From an optimization exercise on the open Yosys and OpenROAD flow, aimed at small area, a short achievable clock period and few clock cycles; shortcuts taken in it are not production practice. Function was checked by simulation only, so behaviour that the tests miss may differ from the original. No activity file was given, so power comes from the tool's default toggle rates.

==> flow/design.v <==
module inst_decoder (
    input  [31:0] inst,
    output        is_r,       
    output        wr_reg,     
    output        use_imm,    
    output        sub,        
    output        ovf_s,      
    output        ovf_u,      
    output        ovf_su,     
    output        ovf_sub,    
    output        lw,
    output        sw,
    output [7:0]  res_sel,    
    output        br_eq,      
    output        br_ne,      
    output        br_gt,      
    output        br_le,      
    output        br_sext,    
    output        eof,
    output        use_rt      
);
wire [5:0] op = inst[31:26];
wire o_add  = (op == 6'd0);
wire o_sub  = (op == 6'd1);
wire o_addu = (op == 6'd2);
wire o_subu = (op == 6'd3);
wire o_addi = (op == 6'd4);
wire o_lw   = (op == 6'd5);
wire o_sw   = (op == 6'd6);
wire o_and  = (op == 6'd7);
wire o_or   = (op == 6'd8);
wire o_xor  = (op == 6'd9);
wire o_beq  = (op == 6'd10);
wire o_bne  = (op == 6'd11);
wire o_slt  = (op == 6'd12);
wire o_sll  = (op == 6'd13);
wire o_srl  = (op == 6'd14);
wire o_blt  = (op == 6'd15);
wire o_bge  = (op == 6'd16);
wire o_bltu = (op == 6'd17);
wire o_bgeu = (op == 6'd18);
wire o_eof  = (op == 6'd19);
assign is_r    = o_add | o_sub | o_addu | o_subu | o_and | o_or | o_xor | o_slt | o_sll | o_srl;
assign wr_reg  = is_r | o_addi;
assign use_imm = o_addi | o_lw | o_sw;
assign sub     = o_sub | o_subu;
assign ovf_s   = o_add | o_sub | o_addi;
assign ovf_u   = o_addu;
assign ovf_su  = o_subu;
assign ovf_sub = o_sub;
assign lw      = o_lw;
assign sw      = o_sw;
assign res_sel = {o_sw, o_srl, o_sll, o_slt, o_xor, o_or, o_and,
                  (o_add | o_sub | o_addu | o_subu | o_addi | o_lw)};
assign br_eq   = o_beq;
assign br_ne   = o_bne;
assign br_gt   = o_blt | o_bltu;
assign br_le   = o_bge | o_bgeu;
assign br_sext = o_blt | o_bge;
assign eof     = o_eof;
assign use_rt  = is_r | o_sw | o_beq | o_bne | o_blt | o_bge | o_bltu | o_bgeu;
endmodule
module registerFile (
    input             i_clk,
    input             i_rst_n,
    input             we,
    input      [4:0]  waddr,
    input      [31:0] wdata,
    input      [4:0]  raddr0,
    input             rden0,
    input      [4:0]  raddr1,
    input             rden1,
    output     [31:0] rdata0,
    output     [31:0] rdata1
);
reg  [31:0] vld;
wire [31:0] sel0, sel1;
wire [31:0] q [0:31];
genvar i;
generate
    for (i = 0; i < 32; i = i + 1) begin : g_reg
        reg [31:0] r;
        always @(posedge i_clk) begin
            if (we && waddr == i) r <= wdata;
        end
        assign q[i]    = r;
        assign sel0[i] = vld[i] & rden0 & (raddr0 == i);
        assign sel1[i] = vld[i] & rden1 & (raddr1 == i);
    end
endgenerate
always @(posedge i_clk or negedge i_rst_n) begin
    if (!i_rst_n)   vld <= 32'd0;
    else if (we)    vld[waddr] <= 1'b1;
end
reg [31:0] o0, o1;
integer k;
always @(*) begin
    o0 = 32'd0;
    o1 = 32'd0;
    for (k = 0; k < 32; k = k + 1) begin
        o0 = o0 | ({32{sel0[k]}} & q[k]);
        o1 = o1 | ({32{sel1[k]}} & q[k]);
    end
end
assign rdata0 = o0;
assign rdata1 = o1;
endmodule
module core #(
    parameter ADDR_W = 32,
    parameter INST_W = 32,
    parameter DATA_W = 32
)(
    input                   i_clk,
    input                   i_rst_n,
    output [ ADDR_W-1 : 0 ] o_i_addr,
    input  [ INST_W-1 : 0 ] i_i_inst,
    output                  o_d_we,
    output [ ADDR_W-1 : 0 ] o_d_addr,
    output [ DATA_W-1 : 0 ] o_d_wdata,
    input  [ DATA_W-1 : 0 ] i_d_rdata,
    output [        1 : 0 ] o_status,
    output                  o_status_valid
);
reg  [11:0] fa;          
reg  [11:0] pc_d;        
reg         vd;          
reg         ve;
reg  [31:0] a_d, b_d;    
reg  [15:0] imm_e;
reg  [4:0]  rd_e;
reg         is_r_e, wr_e, use_imm_e, sub_e, ovf_s_e, ovf_u_e, ovf_su_e, ovf_sub_e;
reg         lw_e, sw_e, eof_e;
reg  [7:0]  sel_e;
reg         br_eq_e, br_ne_e, br_gt_e, br_le_e;
reg  [11:0] tgt_e;
reg         ovf_t_e, ovf_nt_e;
reg         pref_e;      
reg         vm;          
reg         m_eof, m_is_r, m_brovf;
reg         m_fs, m_fsub, m_fu, m_fsu, m_fmem;
reg         m_ovs, m_c32, m_bmin, m_bzero, m_a31, m_memovf;
reg         m_we, m_ld;
reg  [4:0]  rd_m;
reg  [31:0] res_m;       
reg         d_we;
reg  [7:0]  d_addr;
reg         w_we, w_ld;
reg  [4:0]  rd_w;
reg  [31:0] res_w;
reg         halted;
reg         sv;
reg  [1:0]  st;
reg  [1:0]  fin_st;
wire [31:0] inst = i_i_inst;
wire [4:0]  rs = inst[25:21];
wire [4:0]  rt = inst[20:16];
wire [4:0]  rd = inst[15:11];
wire [15:0] im = inst[15:0];
wire d_is_r, d_wr, d_use_imm, d_sub, d_ovf_s, d_ovf_u, d_ovf_su, d_ovf_sub;
wire d_lw, d_sw, d_br_eq, d_br_ne, d_br_gt, d_br_le, d_br_sext, d_eof, d_use_rt;
wire [7:0] d_sel;
inst_decoder dec (
    .inst    (inst),
    .is_r    (d_is_r),
    .wr_reg  (d_wr),
    .use_imm (d_use_imm),
    .sub     (d_sub),
    .ovf_s   (d_ovf_s),
    .ovf_u   (d_ovf_u),
    .ovf_su  (d_ovf_su),
    .ovf_sub (d_ovf_sub),
    .lw      (d_lw),
    .sw      (d_sw),
    .res_sel (d_sel),
    .br_eq   (d_br_eq),
    .br_ne   (d_br_ne),
    .br_gt   (d_br_gt),
    .br_le   (d_br_le),
    .br_sext (d_br_sext),
    .eof     (d_eof),
    .use_rt  (d_use_rt)
);
wire [4:0] d_dst = d_is_r ? rd : rt;
wire        rf_we = w_we | w_ld;
wire [31:0] rf_wdata = w_ld ? i_d_rdata : res_w;
wire [31:0] rf_a, rf_b;
registerFile RF (
    .i_clk  (i_clk),
    .i_rst_n(i_rst_n),
    .we     (rf_we),
    .waddr  (rd_w),
    .wdata  (rf_wdata),
    .raddr0 (rs),
    .rden0  (1'b1),
    .raddr1 (rt),
    .rden1  (1'b1),
    .rdata0 (rf_a),
    .rdata1 (rf_b)
);
wire [31:0] alu_e;
wire        dae = ve & wr_e & (rd_e == rs);
wire        dbe = ve & wr_e & (rd_e == rt);
wire        dam = m_we & (rd_m == rs);
wire        dbm = m_we & (rd_m == rt);
wire        daw = rf_we & (rd_w == rs);
wire        dbw = rf_we & (rd_w == rt);
wire        sa_m = ~dae & dam;
wire        sa_w = ~dae & ~dam & daw;
wire        sa_r = ~dae & ~dam & ~daw;
wire        sb_m = ~dbe & dbm;
wire        sb_w = ~dbe & ~dbm & dbw;
wire        sb_r = ~dbe & ~dbm & ~dbw;
wire [31:0] a_rd = ({32{dae}} & alu_e) | ({32{sa_m}} & res_m) | ({32{sa_w}} & rf_wdata)
                 | ({32{sa_r}} & rf_a);
wire [31:0] b_rd = ({32{dbe}} & alu_e) | ({32{sb_m}} & res_m) | ({32{sb_w}} & rf_wdata)
                 | ({32{sb_r}} & rf_b);
wire hz_e = ve & lw_e & ((rd_e == rs) | (d_use_rt & (rd_e == rt)));
wire hz_m = m_ld & ((rd_m == rs) | (d_use_rt & (rd_m == rt)));
wire hz   = vd & (hz_e | hz_m);
wire [11:0] d_tgt;
wire        d_c12;
tgt_add tadd (.pc(pc_d), .off(im[11:0]), .tgt(d_tgt), .c12(d_c12));
wire        d_ovf_t = (d_br_sext & im[15]) ? ~(&im[15:12] & d_c12) : ((|im[15:12]) | d_c12);
wire        d_ovf_nt = &pc_d[11:2];
wire [31:0] a_e = a_d;
wire [31:0] b_e = b_d;
wire [31:0] imm_x = {{16{imm_e[15]}}, imm_e};
wire [31:0] y = use_imm_e ? imm_x : (sub_e ? ~b_e : b_e);
wire [31:0] s;
wire [31:0] cv;          
wire        c32;
ks_add #(.W(32)) adder (.a(a_e), .b(y), .cin(sub_e), .s(s), .c(cv), .cout(c32));
wire        b_zero = (b_e == 32'd0);
wire        b_min  = (b_e == 32'h80000000);
wire        ov_s = cv[31] ^ c32;
wire [23:0] hx = a_e[31:8];
wire [23:0] hy = imm_x[31:8];
wire [23:0] hcin = {hx[22:0] | hy[22:0], cv[8]};
wire        mem_ovf = ~&((hx ^ hy) ~^ hcin);
wire        eq = (a_e == b_e);
wire        gt;
ks_add #(.W(32)) cmp (.a({~a_e[31], a_e[30:0]}), .b({b_e[31], ~b_e[30:0]}), .cin(1'b0),
                      .s(), .c(), .cout(gt));
wire        lt = ~gt & ~eq;
wire        sh_big = |b_e[31:5];
wire [31:0] sll_r = sh_big ? 32'd0 : (a_e << b_e[4:0]);
wire [31:0] srl_r = sh_big ? 32'd0 : (a_e >> b_e[4:0]);
assign      alu_e = ({32{sel_e[0]}} & s)
                  | ({32{sel_e[1]}} & (a_e & b_e))
                  | ({32{sel_e[2]}} & (a_e | b_e))
                  | ({32{sel_e[3]}} & (a_e ^ b_e))
                  | ({32{sel_e[4]}} & {31'd0, lt})
                  | ({32{sel_e[5]}} & sll_r)
                  | ({32{sel_e[6]}} & srl_r)
                  | ({32{sel_e[7]}} & b_e);
wire is_br    = br_eq_e | br_ne_e | br_gt_e | br_le_e;
wire taken    = (br_eq_e & eq) | (br_ne_e & ~eq) | (br_gt_e & gt) | (br_le_e & ~gt);
wire br_ovf   = is_br & (taken ? ovf_t_e : ovf_nt_e);
wire e_br     = ve & is_br;
wire e_tk     = e_br & taken;
wire m_ovf    = (m_fs & m_ovs)
              | (m_fsub & (m_bmin ? m_a31 : m_ovs))
              | (m_fu & m_c32)
              | (m_fsu & (~m_c32 | m_bzero))
              | (m_fmem & m_memovf);
wire m_stop   = m_eof | m_ovf | m_brovf;
wire kill_e   = halted | (vm & m_stop);   
wire e_next   = vd & ~hz & ~e_tk;        
wire d_br     = d_br_eq | d_br_ne | d_br_gt | d_br_le;
wire d_pref   = vd & d_br & ~e_br;       
reg  [11:0] fa_n;
reg         vd_n;
always @(*) begin
    if (e_br & pref_e) begin
        if (taken) begin
            fa_n = fa + 12'd4;
            vd_n = 1'b1;
        end else begin
            fa_n = hz ? pc_d : pc_d + 12'd4;
            vd_n = 1'b0;
        end
    end else if (e_tk) begin
        fa_n = tgt_e;
        vd_n = 1'b0;
    end else if (hz) begin
        fa_n = pc_d;
        vd_n = 1'b0;
    end else if (d_pref) begin
        fa_n = d_tgt;
        vd_n = 1'b1;
    end else begin
        fa_n = fa + 12'd4;
        vd_n = 1'b1;
    end
end
assign o_i_addr  = {20'd0, fa};
assign o_d_we    = d_we;
assign o_d_addr  = {24'd0, d_addr};
assign o_d_wdata = res_m;
assign o_status  = st;
assign o_status_valid = sv;
always @(posedge i_clk or negedge i_rst_n) begin
    if (!i_rst_n) begin
        fa     <= 12'd0;
        vd     <= 1'b0;
        ve     <= 1'b0;
        vm     <= 1'b0;
        m_we   <= 1'b0;
        m_ld   <= 1'b0;
        w_we   <= 1'b0;
        w_ld   <= 1'b0;
        d_we   <= 1'b0;
        halted <= 1'b0;
        sv     <= 1'b0;
        st     <= 2'd0;
        fin_st <= 2'd0;
    end else begin
        fa   <= fa_n;
        vd   <= vd_n;
        ve   <= e_next;
        vm   <= ve & ~kill_e;
        m_we <= ve & wr_e;
        m_ld <= ve & lw_e;
        w_we <= m_we;
        w_ld <= m_ld;
        d_we <= ve & ~kill_e & sw_e & ~mem_ovf;
        halted <= kill_e;
        if (!halted) begin
            sv     <= vm;
            st     <= m_eof ? 2'd3 : (m_ovf ? 2'd2 : {1'b0, ~m_is_r});
            fin_st <= m_eof ? 2'd3 : 2'd2;
        end else begin
            sv     <= 1'b1;
            st     <= fin_st;
        end
    end
end
always @(posedge i_clk) begin
    pc_d      <= fa;
    a_d       <= a_rd;
    b_d       <= b_rd;
    imm_e     <= im;
    rd_e      <= d_dst;
    is_r_e    <= d_is_r;
    wr_e      <= d_wr;
    use_imm_e <= d_use_imm;
    sub_e     <= d_sub;
    ovf_s_e   <= d_ovf_s;
    ovf_u_e   <= d_ovf_u;
    ovf_su_e  <= d_ovf_su;
    ovf_sub_e <= d_ovf_sub;
    lw_e      <= d_lw;
    sw_e      <= d_sw;
    eof_e     <= d_eof;
    sel_e     <= d_sel;
    br_eq_e   <= d_br_eq;
    br_ne_e   <= d_br_ne;
    br_gt_e   <= d_br_gt;
    br_le_e   <= d_br_le;
    tgt_e     <= d_tgt;
    ovf_t_e   <= d_ovf_t;
    ovf_nt_e  <= d_ovf_nt;
    pref_e    <= d_pref;
    rd_m      <= rd_e;
    m_eof     <= eof_e;
    m_brovf   <= br_ovf;
    m_fs      <= ovf_s_e & ~ovf_sub_e;
    m_fsub    <= ovf_sub_e;
    m_fu      <= ovf_u_e;
    m_fsu     <= ovf_su_e;
    m_fmem    <= lw_e | sw_e;
    m_ovs     <= ov_s;
    m_c32     <= c32;
    m_bmin    <= b_min;
    m_bzero   <= b_zero;
    m_a31     <= a_e[31];
    m_memovf  <= mem_ovf;
    m_is_r    <= is_r_e;
    res_m     <= alu_e;
    d_addr    <= s[7:0];
    rd_w      <= rd_m;
    res_w     <= res_m;
end
endmodule
module ks_add #(
    parameter W = 32
)(
    input  [W-1:0] a,
    input  [W-1:0] b,
    input          cin,
    output [W-1:0] s,
    output [W-1:0] c,
    output         cout
);
wire [W-1:0] p0 = a ^ b;
wire [W-1:0] g0 = a & b;
reg  [W-1:0] g, p;
integer i, d;
always @(*) begin
    g = g0;
    p = p0;
    g[0] = g0[0] | (p0[0] & cin);
    for (d = 1; d < W; d = d * 2) begin
        for (i = W - 1; i >= d; i = i - 1) begin
            g[i] = g[i] | (p[i] & g[i - d]);
            p[i] = p[i] & p[i - d];
        end
    end
end
assign c    = {g[W-2:0], cin};
assign s    = p0 ^ c;
assign cout = g[W-1];
endmodule
module tgt_add (
    input  [11:0] pc,
    input  [11:0] off,
    output [11:0] tgt,
    output        c12
);
ks_add #(.W(12)) add (.a(pc), .b(off), .cin(1'b0), .s(tgt), .c(), .cout(c12));
endmodule
==> flow/flow/run.sh <==
#!/bin/bash
# Layout: the standard flow (standard.sh) with these changes:
#  - repair_timing aims at a setup slack of 7 ns on the 10 ns clock (a 3 ns
#    period), working on the worst path only (TNS_END_PERCENT 0), so the
#    achieved period is pushed down without upsizing every path;
#  - synthesis leaves adders to abc instead of mapping them to full/half
#    adder cells (ADDER_MAP_FILE empty);
#  - the branch-target adder module tgt_add is kept as its own module through
#    abc (then flattened as usual), so abc maps it for its own critical path
#    (it sits on a path from the i_i_inst input);
#  - every port still gets its buffer, but a buf_4 instead of the delay cell
#    buffer_ports picks by default;
cd "$(dirname "$0")/.."
export SETUP_SLACK_MARGIN=7
export TNS_END_PERCENT=0
export ADDER_MAP_FILE=
export SYNTH_KEEP_MODULES=tgt_add
export BUFFER_PORTS_ARGS="-buffer_cell sky130_fd_sc_hd__buf_4"
bash standard.sh > standard.log 2>&1
==> flow/standard.sh <==
#!/bin/bash
# synth_recipe.tcl (not shown) runs the flow's synth.tcl, then flattens the netlist and writes it again
# the make line also repeats each setting of config.mk as NAME=value (left out here)
make -C /OpenROAD-flow-scripts/flow DESIGN_CONFIG=/design/flow/config.mk WORK_HOME=/design/flow/orfs CLKGATE_MAP_FILE= SYNTH_SCRIPT=/design/flow/synth_recipe.tcl "${@:-finish}"
==> flow/config.mk <==
export PLATFORM = sky130hd
export DESIGN_NAME = core
export DESIGN_NICKNAME = core
export VERILOG_FILES = /design/flow/design.v
export SDC_FILE = /design/flow/constraint.sdc
export NUM_CORES = 8
export LEC_CHECK = 0
export CAP_MARGIN = 20
export CORE_MARGIN = 2
export CORE_UTILIZATION = 40
export CTS_BUF_LIST = sky130_fd_sc_hd__clkbuf_8
export PLACE_DENSITY = 0.7
export SLEW_MARGIN = 20
==> flow/constraint.sdc <==
create_clock -name core_clock -period 10.0 [get_ports {i_clk}]
set_input_delay 2.0000 -clock core_clock [delete_from_list [all_inputs] [get_ports {i_clk}]]
set_output_delay 2.0000 -clock core_clock [all_outputs]
set_load 0.01 [all_outputs]
==> notes.md, run 1 <==
- The flow ran to the end and the layout has no timing, DRC or antenna violations.
- The effective utilization at floorplan is 0.404.
- The wire length of the first global-routing pass is 389000 um.
- The iteration-0 DRC count of the detailed router is 11600.
- Counting flops with an async set or reset pin after synthesis yields a share of 0.0442.
- For this run, the share of the core covered by cells in the final layout is 0.469.
- The most used standard cell by instance count after synthesis is sky130_fd_sc_hd__edfxtp_1.
- Dividing the detail-routed via count by the number of cells gives 7.45.
- The data arrival time of the critical path is 4620 ps.
- On the critical path, the stage with the largest delay is an instance of sky130_fd_sc_hd__and3_4.
- The number of stages on the worst hold path is 0.
- Across every metal layer, demand over resource in global routing totals 0.352.
- The detailed-router iteration count before antenna repair is 15.
- Setup repair after global routing could not meet its margin everywhere.
- Port buffering added 121 buffers.
- The die footprint is 157000 sq um.
- Dividing the synthesized area by the synthesized cell count gives 12.2 sq um.
- The delay contributed by the slowest stage of the critical path is 640 ps.
- The ratio of final minimum period to clock period is 0.374.
- For this design the ratio of total power to cell area is 195 nW/um^2.
- The number of global-route vias before repair is 49700.
- At the worst endpoint, the required time is 10890 ps.
- IR analysis of the VDD net gives a maximum drop of 0.184 mV.
- The actual transition at the worst max-transition pin is 1190 ps.
- After the last flow step, the layout net total stands at 5196.
- In this run the remaining antenna-violating nets after routing total 0.
- After clock tree synthesis, the clock-pin slew on the worst setup and hold paths is 70 ps.
- Traced cell by cell, the critical path runs through buf_4 > nor3b_1 > and3_4 > buf_4 > a22o_1 > a221oi_1 > nand3_1 > nor4_4 > o21ai_0 > a21o_1.
- After synthesis, the cell types taking the most area are sky130_fd_sc_hd__edfxtp_1 50%, sky130_fd_sc_hd__dfxtp_1 7.5%, sky130_fd_sc_hd__a22oi_1 6.9%, sky130_fd_sc_hd__a221oi_1 3.9%, sky130_fd_sc_hd__a22o_1 3.7%.
- The TritonCTS clock tree is yes.
- The filler cell count in the final layout is 13300.
- The analysis attributes to cell leakage a power of 24.5 nW.
- The number of antenna violations at the first check in global routing is 19.
- The kind of cell adding the most delay to the critical path is simple AND/OR/NAND/NOR gates.
- Clock latency on the worst-skew pair, taken at its later pin, is 1020 ps.
- The minimum clock period after layout is 3740 ps.
- The startpoint class of the critical path is a primary input.
- The die outline height is 396 um.
- The number of synthesized flops with an enable pin is 1024.
- Counting every instance in the synthesized netlist gives 5053.
- The most repeated library cell on the critical path is sky130_fd_sc_hd__buf_4.
- The reg-to-reg endpoint is fa[0].
- In this run, synthesis produced a sequential element count of 1312.
- The startpoint identified for the worst hold timing path is ovf_su_e.
- The Yosys step of the flow raised 4 warnings.
- After detailed routing, the average wire length per cell comes to 39.7 um.
- The final wirelength is 292000 um.
- The boundary pin count is 166.
- The core region area is 152000 sq um.
- The wire-length estimate of the detail-placed layout is 161000 um.
- The pin count of the biggest net entering global routing is 61.
- The main flop type after synthesis is sky130_fd_sc_hd__edfxtp_1.
- The worst min-delay path category is register to register.
- The die is 396 um wide.
- The cell area that synthesis handed to floorplanning was 61500 sq um.
- The number of clock sinks seen by CTS is 1312.
- The smallest hold slack is 329 ps.
- The number of cells on the worst reg-to-reg path is 11.
- The critical path contains buffers and inverters numbering 2 combined.
- The H-tree generated during clock tree synthesis spans 4 levels.
- Counting instances in the post-synthesis netlist gives the leading cell types as 1024 x sky130_fd_sc_hd__edfxtp_1, 563 x sky130_fd_sc_hd__a22oi_1, 383 x sky130_fd_sc_hd__clkbuf_1.
- The total overflow reported by the global router is 0.
- In the final layout, the share of cells above drive strength 1 is 0.201.
- The path with the worst hold slack has its endpoint at m_fsu.
- The routability-driven placement congestion ratio is 1.01.
- Of the post-synthesis cell area, the dominant cell type holds 0.500.
- The worst register-to-register path begins at b_d[31].
- Across all register-to-register paths, the minimum setup slack is 6360 ps.
- The maximum net fanout on the critical path is 17.
- The post-place instance area is 64400 sq um.
- The total power draw is 13.9 mW.
- No sink is reached through more buffers than the 3 on the longest clock path.
- The final sum of negative setup slack is 0 ps.
- The worst setup path is of the primary input to register kind.
- The number of distinct library cell variants in the gate-level netlist after synthesis is 91.
- Buffers inserted during clock tree synthesis total 200.
- Relative to the synthesized area, the layout overhead comes to 16.2%.
- The number of slew-limit violations in the final report is 0.
- CTS placed an instance of sky130_fd_sc_hd__clkbuf_8 at the clock tree root.
- Row generation in the floorplan step produced 143 rows.
- The worst pin sits at a relative slew slack of 0.181.
- The finished cells cover 71400 sq um.
- The largest area contributor in the netlist is sky130_fd_sc_hd__edfxtp_1.
- For this run, the register share of the synthesized area comes to 0.599.
- The final-report setup violation count is 0.
- For this run, design rule violations remaining after detail routing come to 0.
- The routed layout has 54700 vias.
- The achievable frequency is 268 MHz.
- The sort of element at the end of the critical path is a register.
- Across the routed clock network, the largest skew measured is 74.5 ps.
- Max-cap violations in this run came to 0.
- The number of hold violations in the final report was 0.
[area by class of cell]
cell class,instances,area (sq um),area share
Antenna cell,20,50.0,0.000701
Clock buffer,213,2930,0.0410
Clock inverter,154,1220,0.0171
Inverter,82,317,0.00443
Multi-Input combinational cell,3200,24100,0.338
Sequential cell,1312,36900,0.517
Tap cell,2030,2540,0.0356
Timing Repair Buffer,334,3360,0.0471
[stage by stage]
stage	setup WS (ps)	std cells
floorplan	5960	5096
global placement	4630	6885
detailed placement	4600	6885
CTS	6430	7278
global route	6290	7327
finish	6260	7345
[per-module statistics from Yosys (local to each module, per instance)]
module	cells inside	area, sq um
core	4984	61000
tgt_add	69	483
[worst max-delay path by stage]
stage	to	start	slack, ps	depth (start not counted)
final	a_d[27]	i_i_inst[21]	6260	10
after global routing	fa[0]	b_d[31]	6290	11
after CTS	o_status[1]	st[1]	6430	1
after detailed placement	b_d[24]	i_i_inst[20]	4600	11
after global placement	b_d[24]	i_i_inst[20]	4630	11
after floorplan	fa[8]	i_i_inst[4]	5960	12
[layout by cell type (no fill, tap or decap), drive strengths merged, types with 58 or more instances in the layout]
cell / netlist / layout
a21oi: 162 / 162
a221oi: 272 / 272
a22o: 257 / 257
a22oi: 563 / 563
and3: 81 / 82
buf: 121 / 326
clkbuf: 383 / 221
clkinv: 4 / 81
dfrtp: 58 / 58
dfxtp: 230 / 230
edfxtp: 1024 / 1024
inv: 78 / 131
mux2i: 115 / 115
nand2: 203 / 203
nand3: 113 / 113
nand4: 152 / 152
nor2: 233 / 233
nor3: 90 / 90
o211ai: 60 / 60
o21ai: 126 / 126
xnor2: 113 / 113
xor2: 78 / 78
[routing by layer]
layer,wire (um),vias up,GRT usage
met5,484,-,0.0102
met3,53700,2087,0.187
met2,115000,6340,0.499
met4,28600,31,0.212
met1,93600,25900,0.418
li1,-,20400,-
[kinds of logic (layout without fill, tap and decap cells)]
family | after synthesis | after routing | synth area share
other | 1 | 64 | 0.0000610
and+or+nand+nor | 1082 | 1083 | 0.0894
DFF | 1312 | 1312 | 0.599
adders and majority gates | 38 | 38 | 0.00629
AOI/OAI and AO/OA | 1674 | 1675 | 0.205
muxes | 169 | 169 | 0.0334
xor gates and xnor gates | 191 | 191 | 0.0272
buffers and inverters | 586 | 783 | 0.0398
[flip-flops by register name, summed over array words and instances, names as in the netlist, 8 cells and up]
name / count
res_m: 32
d_addr: 8
RF.vld: 32
RF.g.r: 1024
imm_e: 16
a_d: 32
b_d: 32
pc_d: 12
fa: 12
tgt_e: 12
res_w: 32
[timing repair]
action / 4_1_cts / 5_1_grt
buffers inserted: 25 / 34
endpoints found under the setup margin: 316 / 363
gates cloned: 1 / 9
endpoints found under the hold margin: 0 / 0
resized for setup: 287 / 188
hold buffers: 0 / 0
pin swaps: 17 / 58
[power breakdown]
part	internal, mW	total [mW]	switching (mW)	leakage (nW)
clock	2.46	4.73	2.27	2.29
sequential	6.19	6.54	0.346	12.1
combinational	0.981	2.67	1.69	10.1
Testbench counts, summed over its fixed seeds: cycles 164,830.
==> run 2, diff against run 1 <==
--- a/flow/design.v
+++ b/flow/design.v
@@ -67,14 +67,11 @@
     input      [4:0]  waddr,
     input      [31:0] wdata,
     input      [4:0]  raddr0,
-    input             rden0,
     input      [4:0]  raddr1,
-    input             rden1,
     output     [31:0] rdata0,
     output     [31:0] rdata1
 );
 reg  [31:0] vld;
-wire [31:0] sel0, sel1;
 wire [31:0] q [0:31];
 genvar i;
 generate
@@ -83,27 +80,26 @@
         always @(posedge i_clk) begin
             if (we && waddr == i) r <= wdata;
         end
-        assign q[i]    = r;
-        assign sel0[i] = vld[i] & rden0 & (raddr0 == i);
-        assign sel1[i] = vld[i] & rden1 & (raddr1 == i);
+        assign q[i] = r;
     end
 endgenerate
 always @(posedge i_clk or negedge i_rst_n) begin
     if (!i_rst_n)   vld <= 32'd0;
     else if (we)    vld[waddr] <= 1'b1;
 end
-reg [31:0] o0, o1;
+reg [31:0] lo0, hi0, lo1, hi1;
 integer k;
 always @(*) begin
-    o0 = 32'd0;
-    o1 = 32'd0;
-    for (k = 0; k < 32; k = k + 1) begin
-        o0 = o0 | ({32{sel0[k]}} & q[k]);
-        o1 = o1 | ({32{sel1[k]}} & q[k]);
+    lo0 = 32'd0; hi0 = 32'd0; lo1 = 32'd0; hi1 = 32'd0;
+    for (k = 0; k < 16; k = k + 1) begin
+        lo0 = lo0 | ({32{vld[k]    & (raddr0[3:0] == k)}} & q[k]);
+        hi0 = hi0 | ({32{vld[k+16] & (raddr0[3:0] == k)}} & q[k+16]);
+        lo1 = lo1 | ({32{vld[k]    & (raddr1[3:0] == k)}} & q[k]);
+        hi1 = hi1 | ({32{vld[k+16] & (raddr1[3:0] == k)}} & q[k+16]);
     end
 end
-assign rdata0 = o0;
-assign rdata1 = o1;
+assign rdata0 = raddr0[4] ? hi0 : lo0;
+assign rdata1 = raddr1[4] ? hi1 : lo1;
 endmodule
 module core #(
     parameter ADDR_W = 32,
@@ -191,9 +187,7 @@
     .waddr  (rd_w),
     .wdata  (rf_wdata),
     .raddr0 (rs),
-    .rden0  (1'b1),
     .raddr1 (rt),
-    .rden1  (1'b1),
     .rdata0 (rf_a),
     .rdata1 (rf_b)
 );
--- a/flow/config.mk
+++ b/flow/config.mk
@@ -9,5 +9,4 @@
 export CORE_MARGIN = 2
 export CORE_UTILIZATION = 40
 export CTS_BUF_LIST = sky130_fd_sc_hd__clkbuf_8
-export PLACE_DENSITY = 0.7
 export SLEW_MARGIN = 20
==> run 2 against run 1 <==
Still clean on timing, DRC and antenna. Cell count is 0.84% lower. Worst setup slack worse by 180 ps. Register-to-register slack got worse by 270 ps. Sequential cell count unchanged. Synthesized area is 0.30% lower. Via count decreased by 4.2%. Routed wire length fell by 4.1%. Non-clock buffer count decreased by 16. First-iteration DRC count fell by 4.2%. Die area is 0.30% lower. Cell area shrank 2.0%.
==> notes.md, run 2 <==
- The pre-CTS worst setup slack came to 4810 ps (+210 ps).
- The via count is 52400 (-4.2%).
- The number of synthesized flops with an enable pin is 1024 (unchanged).
- The worst path buffer plus inverter count is 2 (unchanged).
- The die footprint is 156000 sq um (-0.30%).
- The remaining design rule violation count is 0 (unchanged).
- The count of warnings emitted by yosys is 4 (unchanged).
- The slowest stage of the critical path is the sky130_fd_sc_hd__and3_4 cell.
- The HPWL reported at the end of detailed placement is 167000 um (+4.1%).
- The actual transition at the worst max-transition pin is 1150 ps (-47.8 ps).
- The internal power summed over all cells is 9.47 mW (-1.6%).
- The largest total area in the synthesized netlist belongs to sky130_fd_sc_hd__edfxtp_1.
- The total number of H-tree levels is 4 (unchanged).
- The post-synthesis async set-or-reset flop share is 0.0442 (unchanged).
- The die outline height is 395 um (-0.15%).
- The number of standard cells in the final layout excluding fillers came to 7283 (-0.84%).
- The maximum net fanout on the critical path was 18 (+1).
- The post-route antenna net violation count came to 0 (unchanged).
- More flip-flops sit in one register than any other, and that register is RF.g.r.
- The minimum clock period after layout is 3920 ps (+181 ps).
- The total clock buffers created by CTS was 206 (+3.0%).
- The leakage power is 23.4 nW (-4.5%).
- The portion of synthesized cell area occupied by the leading cell type is 0.502 (+0.00149).
- Setup repair after global routing could not meet its margin everywhere.
- In the layout the commonest cells are 1024 x sky130_fd_sc_hd__edfxtp_1, 596 x sky130_fd_sc_hd__a22oi_1, 271 x sky130_fd_sc_hd__buf_4.
- Counting instances in the post-synthesis netlist gives the leading cell types as 1024 x sky130_fd_sc_hd__edfxtp_1, 599 x sky130_fd_sc_hd__a22oi_1, 403 x sky130_fd_sc_hd__clkbuf_1.
- The data arrival time of the critical path came to 4760 ps (+140 ps).
- The worst supply voltage drop on vdd is 0.110 mV (-40%).
- The power density over the cells was 195 nW/um^2 (+0.20%).
- The net switching power of the design is 4.21 mW (-2.3%).
- The total overflow reported by the global router was 0 (unchanged).
- The wire length of the first global-routing pass is 382000 um (-1.8%).
- The final sum of negative setup slack is 0 ps (unchanged).
- The critical path class is primary input to register.
- The total of hold buffers inserted after clock tree synthesis is 0 (unchanged).
- In the post-synthesis netlist, the biggest area contributors are sky130_fd_sc_hd__edfxtp_1 50%, sky130_fd_sc_hd__dfxtp_1 7.5%, sky130_fd_sc_hd__a22oi_1 7.3%, sky130_fd_sc_hd__a221oi_1 3.0%, sky130_fd_sc_hd__a222oi_1 2.6%.
- The clock insertion delay at the later pin of the skew report is 1010 ps (about the same).
- The cell area after layout came to 70000 sq um (-2.0%).
- The kind of cell adding the most delay to the critical path is simple AND/OR/NAND/NOR gates.
- The number of placed cells counting well taps is 6830 (-0.80%).
- The mean instance size in the synthesized netlist is 12.3 sq um (+0.74%).
- The core region area is 152000 sq um (-0.12%).
- The final net count is 5117 (-1.5%).
- The number of clock sinks seen by CTS is 1312 (unchanged).
- The final wirelength is 280000 um (-4.1%).
- The achievable frequency is 255 MHz (-4.6%).
- The routability-driven placement congestion ratio came to 1.01 (+0.84%).
- The master cell of the clock root buffer is sky130_fd_sc_hd__clkbuf_8.
- The required time at the endpoint of the critical path is 10850 ps (-40 ps).
- The flip-flop count of the largest register, all copies and words added is 1024 (unchanged).
- The summed instance area of the synthesized netlist is 61300 sq um (-0.30%).
- The library cell used most frequently in the layout, excluding fill and tap cells, is sky130_fd_sc_hd__edfxtp_1.
- TritonCTS built the clock tree.
- The iteration-0 DRC count of the detailed router is 11100 (-4.2%).
- The share of the yosys chip area belonging to registers is 0.600 (+0.00178).
- By instance count, the cell type seen most on the critical path is sky130_fd_sc_hd__buf_4.
- The mean number of vias per cell was 7.19 (-3.4%).
- The worst clock skew came to 66.9 ps (-7.60 ps).
- The main flop type after synthesis is sky130_fd_sc_hd__edfxtp_1.
- The detailed-router iteration count before antenna repair is 13 (-2).
- The die extent in x is 395 um (-0.15%).
- The max-slew headroom at the worst pin is 0.234 (+0.0531).
- The worst-case setup margin in the final layout was 6080 ps (-181 ps).
- The signal on the critical path passes through buf_4 > nor2b_2 > and3_4 > buf_4 > a22o_1 > a221oi_1 > and3_1 > nand3_1 > o21ai_0 > o221ai_1.
- The clock transition at the register clock pins on the worst setup and hold paths after CTS is 60 ps (about the same).
- The number of hold violations in the final report was 0 (unchanged).
- The share of total power in the clock network was 0.344 (+0.005).
- The number of distinct library cell variants in the gate-level netlist after synthesis was 94 (+3.3%).
- The growth of design area from synthesis to finish is 14.2%.
- The pin count of the biggest net entering global routing is 64 (+4.9%).
- The switching share of total power came to 0.307 (-0.00133).
- The path class of the tightest hold or removal check is register to register.
- The most used standard cell by instance count after synthesis is sky130_fd_sc_hd__edfxtp_1.
- The startpoint class of the critical path is a primary input.
- The delay contributed by the slowest stage of the critical path is 510 ps (-130 ps).
- The ratio of final minimum period to clock period came to 0.392 (+0.0181).
- The sequential cell fraction of total power is 0.480 (+0.011).
- The total of buffers placed on input and output ports is 121 (unchanged).
- The routed wirelength normalized by instance count is 38.4 um (-3.3%).
- The fraction of final layout cells sized beyond drive strength 1 is 0.190 (-0.0115).
- The boundary pin count came to 166 (unchanged).
- The total of flip-flops plus latches after synthesis was 1312 (unchanged).
- The instance count of the mapped netlist is 5001 (-1.0%).
- The portion of total power attributed to combinational logic came to 0.176 (-0.015).
- The buffer depth of the longest clock path is 3 (unchanged).
- The overall fraction of global-route tracks in use was 0.345 (-0.00628).
- The sort of element at the end of the critical path is a register.
- The run finished with no timing, DRC or antenna violations.
- The number of global-route vias before repair is 49000 (-1.4%).
- The number of rows created at floorplan is 143 (unchanged).
- The filler cell count in the final layout is 13600 (+1.9%).
- The count of maximum capacitance violations was 0 (unchanged).
- The post-place instance area is 64300 sq um (-0.16%).
- The number of antenna violations at the first check in global routing was 27 (+8).
- The final-report setup violation count is 0 (unchanged).
- The effective utilization at floorplan was 0.403 (-0.000726).
- The final cell utilization of the core is 0.460 (-0.00897).
- The number of slew-limit violations in the final report came to 0 (unchanged).
run 2: worst register-to-register path, delay by kind of cell (launching register included):
| family | cells | cell delay [ps] |
|---|---|---|
| AO/OA/AOI/OAI | 4 | 1500 |
| AND/OR/NAND/NOR | 5 | 1210 |
| flip-flops | 1 | 840 |
| buffers and inverters | 1 | 220 |
run 2: metal layers:
metal	part of all wire	up-vias	global-route usage
met5	0.00078	-	0.00154
met4	0.074	30	0.192
met3	0.18	1403	0.174
met2	0.40	5456	0.484
met1	0.34	25300	0.429
li1	-	20200	-
run 2: cells by family after synthesis:
logic type               synth area share
adder cells (fa/ha/maj)           0.00825
XOR/XNOR                           0.0295
multiplexers                       0.0327
AO/OA/AOI/OAI                       0.197
flip-flops                          0.600
other                           0.0000612
buffers and inverters              0.0407
AND/OR/NAND/NOR                    0.0918
run 2: final timing paths:
path	startpoint	to	slack (ps)	cells after the start
min in group asynchronous	i_rst_n	d_we	790	1
max in group asynchronous	i_rst_n	w_ld	8140	2
hold / removal	ovf_u_e	m_fu	330	0
hold reg to reg	ovf_u_e	m_fu	330	0
setup reg to reg	b_d[27]	b_d[29]	6090	10
setup / recovery	i_i_inst[21]	a_d[1]	6080	10
run 2: repair_timing:
action	4_1_cts	5_1_grt
buffers inserted	33	3
cloned	6	1
setup endpoints to repair	669	677
resized for setup	229	24
pin swaps	34	4
run 2: stage by stage:
stage          power [mW]  hold WS, ps
2_1_floorplan        7.87          310
3_3_place_gp         8.81          314
3_5_place_dp         8.82          312
4_1_cts              13.5          327
5_1_grt              14.0          326
6_report             13.7          325
run 2: layout make-up:
class	count	area, sq um	area share
Antenna cell	21	52.6	0.000751
Clock buffer	222	3060	0.0437
Clock inverter	167	1160	0.0166
Inverter	76	293	0.00418
Multi-Input combinational cell	3137	23200	0.332
Sequential cell	1312	36900	0.527
Tap cell	2030	2540	0.0363
Timing Repair Buffer	318	2750	0.0393
run 2: power groups by stage:
stage	sequential (mW)	combinational, mW	clock [mW]
4_1_cts	6.54	2.29	4.71
3_3_place_gp	6.65	2.16	0
5_1_grt	6.57	2.51	4.96
2_1_floorplan	6.47	1.40	0
6_report	6.56	2.41	4.71
3_5_place_dp	6.65	2.18	0
run 2: per-module statistics from Yosys (local to each module, per instance):
module   flip-flops and latches  area [sq um]
core                       1312         60800
tgt_add                       0           483
Testbench counts of run 2, summed over its fixed seeds: cycles 164,830.
==> run 3, diff against run 2 <==
--- a/flow/config.mk
+++ b/flow/config.mk
@@ -9,4 +9,5 @@
 export CORE_MARGIN = 2
 export CORE_UTILIZATION = 40
 export CTS_BUF_LIST = sky130_fd_sc_hd__clkbuf_8
+export PLACE_DENSITY = 0.7
 export SLEW_MARGIN = 20
==> run 3 against run 2 <==
Still clean on timing, DRC and antenna. Largest power group unchanged. Synthesized cell count did not move. Worst setup slack got worse by 65 ps. Via count rose by 0.56%. Sequential cell count unchanged. Utilization shrank 0.19 points. Worst hold slack improved by 2.4 ps. Critical path depth unchanged. Routed wire length is 3.9% lower. Cell area decreased by 0.41%. Clock power down 7.0%. Clock skew rose by 35 ps. Die area unchanged. Largest cell class unchanged.
==> notes.md, run 3 <==
- The die extent in x is 395 um (unchanged).
- The filler cell count in the final layout is 13400 (-1.6%).
- In the layout the commonest cells are 1024 x sky130_fd_sc_hd__edfxtp_1, 596 x sky130_fd_sc_hd__a22oi_1, 275 x sky130_fd_sc_hd__buf_4.
- The maximum net fanout on the critical path was 12 (-6).
- The growth of design area from synthesis to finish is 13.7%.
- The basic-gate share of the synthesized area counting and, or, nand and nor cells was 0.0918 (unchanged).
- The commonest cells after synthesis are 1024 x sky130_fd_sc_hd__edfxtp_1, 599 x sky130_fd_sc_hd__a22oi_1, 403 x sky130_fd_sc_hd__clkbuf_1.
- Ranked by total cell area, the synthesized netlist is headed by sky130_fd_sc_hd__edfxtp_1 50%, sky130_fd_sc_hd__dfxtp_1 7.5%, sky130_fd_sc_hd__a22oi_1 7.3%, sky130_fd_sc_hd__a221oi_1 3.0%, sky130_fd_sc_hd__a222oi_1 2.6%.
- The number of hold violations in the final report is 0 (unchanged).
- The final-report setup violation count came to 0 (unchanged).
- The number of rows created at floorplan came to 143 (unchanged).
- The total overflow reported by the global router was 0 (unchanged).
- The iteration-0 DRC count of the detailed router was 11800 (+6.3%).
- The number of placed cells counting well taps came to 6826 (-0.059%).
- The minimum clock period after layout is 3980 ps (+65.0 ps).
- The slack of the worst reg-to-reg path is 6020 ps (-70 ps).
- The actual transition at the worst max-transition pin is 1160 ps (+14.0 ps).
- The adder-cell share of the synthesized area is 0.00825 (unchanged).
- The die footprint came to 156000 sq um (unchanged).
- The area of combinational cells with multiple inputs is 23200 sq um (about the same).
- The post-synthesis xor/xnor area fraction was 0.0295 (unchanged).
- The total clock buffers created by CTS is 198 (-3.9%).
- The critical path class is register to register.
- The count of maximum capacitance violations came to 0 (unchanged).
- The fraction of final layout cells sized beyond drive strength 1 was 0.187 (-0.00310).
- The wire length of the first global-routing pass is 370000 um (-3.1%).
- The global-route met2 utilization is 0.456 (-0.0285).
- The final net count was 5111 (-0.12%).
- The max-slew headroom at the worst pin is 0.224 (-0.00960).
- The worst setup path is captured at a register.
- The total number of H-tree levels was 4 (unchanged).
- The required time at the endpoint of the critical path was 10780 ps (-70 ps).
- The buffer depth of the longest clock path was 3 (unchanged).
- The clock insertion delay at the later pin of the skew report is 990 ps (-20 ps).
- The number of synthesized flops with an enable pin is 1024 (unchanged).
- The worst-case setup margin in the final layout is 6020 ps (-65.0 ps).
- The remaining design rule violation count is 0 (unchanged).
- The number of distinct library cell variants in the gate-level netlist after synthesis is 94 (unchanged).
- The area fraction in compound gates after synthesis is 0.197 (unchanged).
- The overall fraction of global-route tracks in use came to 0.331 (-0.0146).
- The largest area contributor in the netlist is sky130_fd_sc_hd__edfxtp_1.
- The number of global-route vias before repair came to 49600 (+1.3%).
- The global routing met3 resource utilization is 0.175 (+0.00152).
- The HPWL reported at the end of detailed placement is 158000 um (-5.8%).
- The mean number of vias per cell is 7.25 (+0.82%).
- The most congested layer reported by global routing is met2.
- The min-delay analysis places its worst path in the category register to register.
- Setup repair after global routing could not meet its margin everywhere.
- The final wirelength was 269000 um (-3.9%).
- The leakage power is 23.3 nW (-0.41%).
- The most used standard cell by instance count after synthesis is sky130_fd_sc_hd__edfxtp_1.
- The cell area after layout came to 69700 sq um (-0.41%).
- The critical path starts at b_d[30].
- The clock transition at the register clock pins on the worst setup and hold paths after CTS is 70 ps (about the same).
- The number of antenna violations at the first check in global routing is 21 (-22%).
- The share of the yosys chip area belonging to registers is 0.600 (unchanged).
- The end of the critical path is b_d[2].
- The main combinational cell family by area after synthesis is compound AO/OA/AOI/OAI gates.
- The reg-to-reg startpoint is b_d[30].
- The power density over the cells is 191 nW/um^2 (-2.4%).
- The met1 demand-to-capacity share in global routing is 0.398 (-0.0302).
- The mean instance size in the synthesized netlist is 12.3 sq um (unchanged).
- The number of slew-limit violations in the final report was 0 (unchanged).
- The register ranked first by flip-flop count is RF.g.r.
- The TritonCTS clock tree is yes.
- The portion of synthesized cell area occupied by the leading cell type is 0.502 (unchanged).
- The total power draw is 13.3 mW (-2.8%).
- The data arrival time of the critical path is 4760 ps (about the same).
- The sequential cell area was 36900 sq um (about the same).
- In this run the critical register-to-register path is captured at b_d[2].
- The number of cells on the worst reg-to-reg path came to 10 (unchanged).
- The achievable frequency was 251 MHz (-1.6%).
- The flip-flop count of the largest register, all copies and words added is 1024 (unchanged).
- The pin count of the biggest net entering global routing is 64 (unchanged).
- The post-place instance area was 64300 sq um (about the same).
- The flow ran to the end and the layout has no timing, DRC or antenna violations.
- The post-route antenna net violation count is 0 (unchanged).
- The startpoint class of the critical path is a register.
- The total of flip-flops plus latches after synthesis is 1312 (unchanged).
- The effective utilization at floorplan is 0.403 (unchanged).
- The detailed-router iteration count before antenna repair is 22 (+9).
- The boundary pin count was 166 (unchanged).
- The pre-CTS worst setup slack was 4690 ps (-115 ps).
- The instance count of the mapped netlist came to 5001 (unchanged).
- The final sum of negative setup slack came to 0 ps (unchanged).
- The routability-driven placement congestion ratio is 1.05 (+3.2%).
- The post-synthesis async set-or-reset flop share is 0.0442 (unchanged).
- The number of clock sinks seen by CTS was 1312 (unchanged).
- The total of hold buffers inserted after clock tree synthesis is 0 (unchanged).
- The count of warnings emitted by yosys is 4 (unchanged).
- The die outline height is 395 um (unchanged).
- The core region area is 152000 sq um (unchanged).
- The number of stages on the worst hold path came to 0 (unchanged).
- The ratio of final minimum period to clock period is 0.398 (+0.00650).
- The total of buffers placed on input and output ports is 121 (unchanged).
- The multiplexer share of the synthesized area is 0.0327 (unchanged).
- The most common cell after layout, fill and taps aside is sky130_fd_sc_hd__edfxtp_1.
- The routed wirelength normalized by instance count is 37.0 um (-3.7%).
- The worst clock skew is 102 ps (+35.2 ps).
- The number of standard cells in the final layout excluding fillers is 7264 (-0.26%).
- The main flop type after synthesis is sky130_fd_sc_hd__edfxtp_1.
- The master cell of the clock root buffer is sky130_fd_sc_hd__clkbuf_8.
- The summed instance area of the synthesized netlist came to 61300 sq um (unchanged).
- The worst supply voltage drop on vdd is 0.152 mV (+38%).
- The via count came to 52700 (+0.56%).
## run 3: cell types whose count changed in the layout (fill, tap and decap cells not counted), moves of 5 or more
cell	change
sky130_fd_sc_hd__o21ai_1	-6
sky130_fd_sc_hd__buf_12	+10
sky130_fd_sc_hd__bufinv_16	-10
sky130_fd_sc_hd__clkbuf_8	-5
sky130_fd_sc_hd__and3_4	-14
sky130_fd_sc_hd__clkinvlp_4	-7
sky130_fd_sc_hd__and3_2	+12
sky130_fd_sc_hd__buf_6	-11
## run 3: per-module statistics from Yosys (local to each module, per instance)
| module | cells | area (sq um) | flip-flops and latches |
|---|---|---|---|
| core | 4932 | 60800 | 1312 |
| tgt_add | 69 | 483 | 0 |
## run 3: worst min-delay path by stage
stage | from | to | slack, ps
after global routing | ovf_su_e | m_fsu | 330
after global placement | eof_e | m_eof | 310
after floorplan | eof_e | m_eof | 310
final | eof_e | m_eof | 330
after detailed placement | eof_e | m_eof | 310
after CTS | eof_e | m_eof | 330
## run 3: final cells by class
| class | count | area share |
|---|---|---|
| antenna | 17 | 0.000610 |
| clock buffer | 216 | 0.0426 |
| clock inverter | 156 | 0.0129 |
| inverter | 76 | 0.00429 |
| multi-input combinational | 3136 | 0.334 |
| sequential | 1312 | 0.529 |
| tap | 2030 | 0.0364 |
| timing repair buffer | 321 | 0.0404 |
## run 3: cell families (layout without fill, tap and decap cells)
family,Yosys count,count (layout)
AO/OA/AOI/OAI,1582,1582
XOR/XNOR,201,201
adder cells (fa/ha/maj),49,49
buffers and inverters,597,769
flip-flops,1312,1312
multiplexers,164,164
other,1,61
AND/OR/NAND/NOR,1095,1096
## run 3: routing by layer
metal	vias up	routed length (um)
li1	20200	-
met1	24900	87200
met2	5842	106000
met3	1683	52000
met4	26	23100
met5	-	595
## run 3: power breakdown
group / total [mW] / internal (mW) / switching (mW)
Sequential: 6.56 / 6.21 / 0.347
Clock: 4.38 / 2.11 / 2.27
Combinational: 2.36 / 0.843 / 1.52
Total: 13.3 / 9.16 / 4.13
## run 3: critical path, cell delays in order (launching register included)
cell and delay, ps:
sky130_fd_sc_hd__dfxtp_1 800, sky130_fd_sc_hd__nor4_1 140, sky130_fd_sc_hd__nand4_1 270, sky130_fd_sc_hd__nor3_1 140
sky130_fd_sc_hd__and2_1 210, sky130_fd_sc_hd__buf_4 200, sky130_fd_sc_hd__nand2b_1 550, sky130_fd_sc_hd__inv_1 210
sky130_fd_sc_hd__a221o_1 360, sky130_fd_sc_hd__a21oi_1 590, sky130_fd_sc_hd__o221ai_1 330
## run 3: per-stage QoR
step                      utilization  hold slack, ps
final                           0.458             327
after CTS                       0.457             327
after floorplan                     -             310
after global placement          0.423             312
after global routing            0.458             334
after detailed placement        0.423             313
## run 3: what timing repair did
action                                  in CTS  in global routing
gates cloned                                 6                  0
endpoints found under the setup margin     784                891
resized for setup                          195                 40
setup buffers                               34                  9
pin swaps                                   29                 18

-- static timing again, ports no longer ideal --
The flow's constraints put no driver on any port. The routed layouts listed below were extracted and timed again, unchanged, in two steps.
Step 1: set_driving_cell puts a clkbuf_16 on i_clk and a buf_2 on each other input, an assumption about the parent block.
Step 2 moves the port delays by t, midway between the first and last clock arrival at a register: inputs arrive t later, outputs are due t later. That takes back most of the time a late clock gives input paths.
a / b / c = ideal / step 1 / step 2; a / b = the first two.
run	t, ns	setup slack, ns	worst slew at a driven data input, ns	cell pins on the clock port's net
run 1	1.048	6.265 / 6.281 / 5.233	0.08	1
run 2	1.058	6.084 / 6.043 / 4.986	0.17	1
run 3	1.010	6.019 / 5.975 / 4.966	0.15	1
After both steps every run listed still meets setup and hold. The setup slack of run 2, which loses most, moves by -0.041 ns with the drivers and by -1.098 ns with both steps.
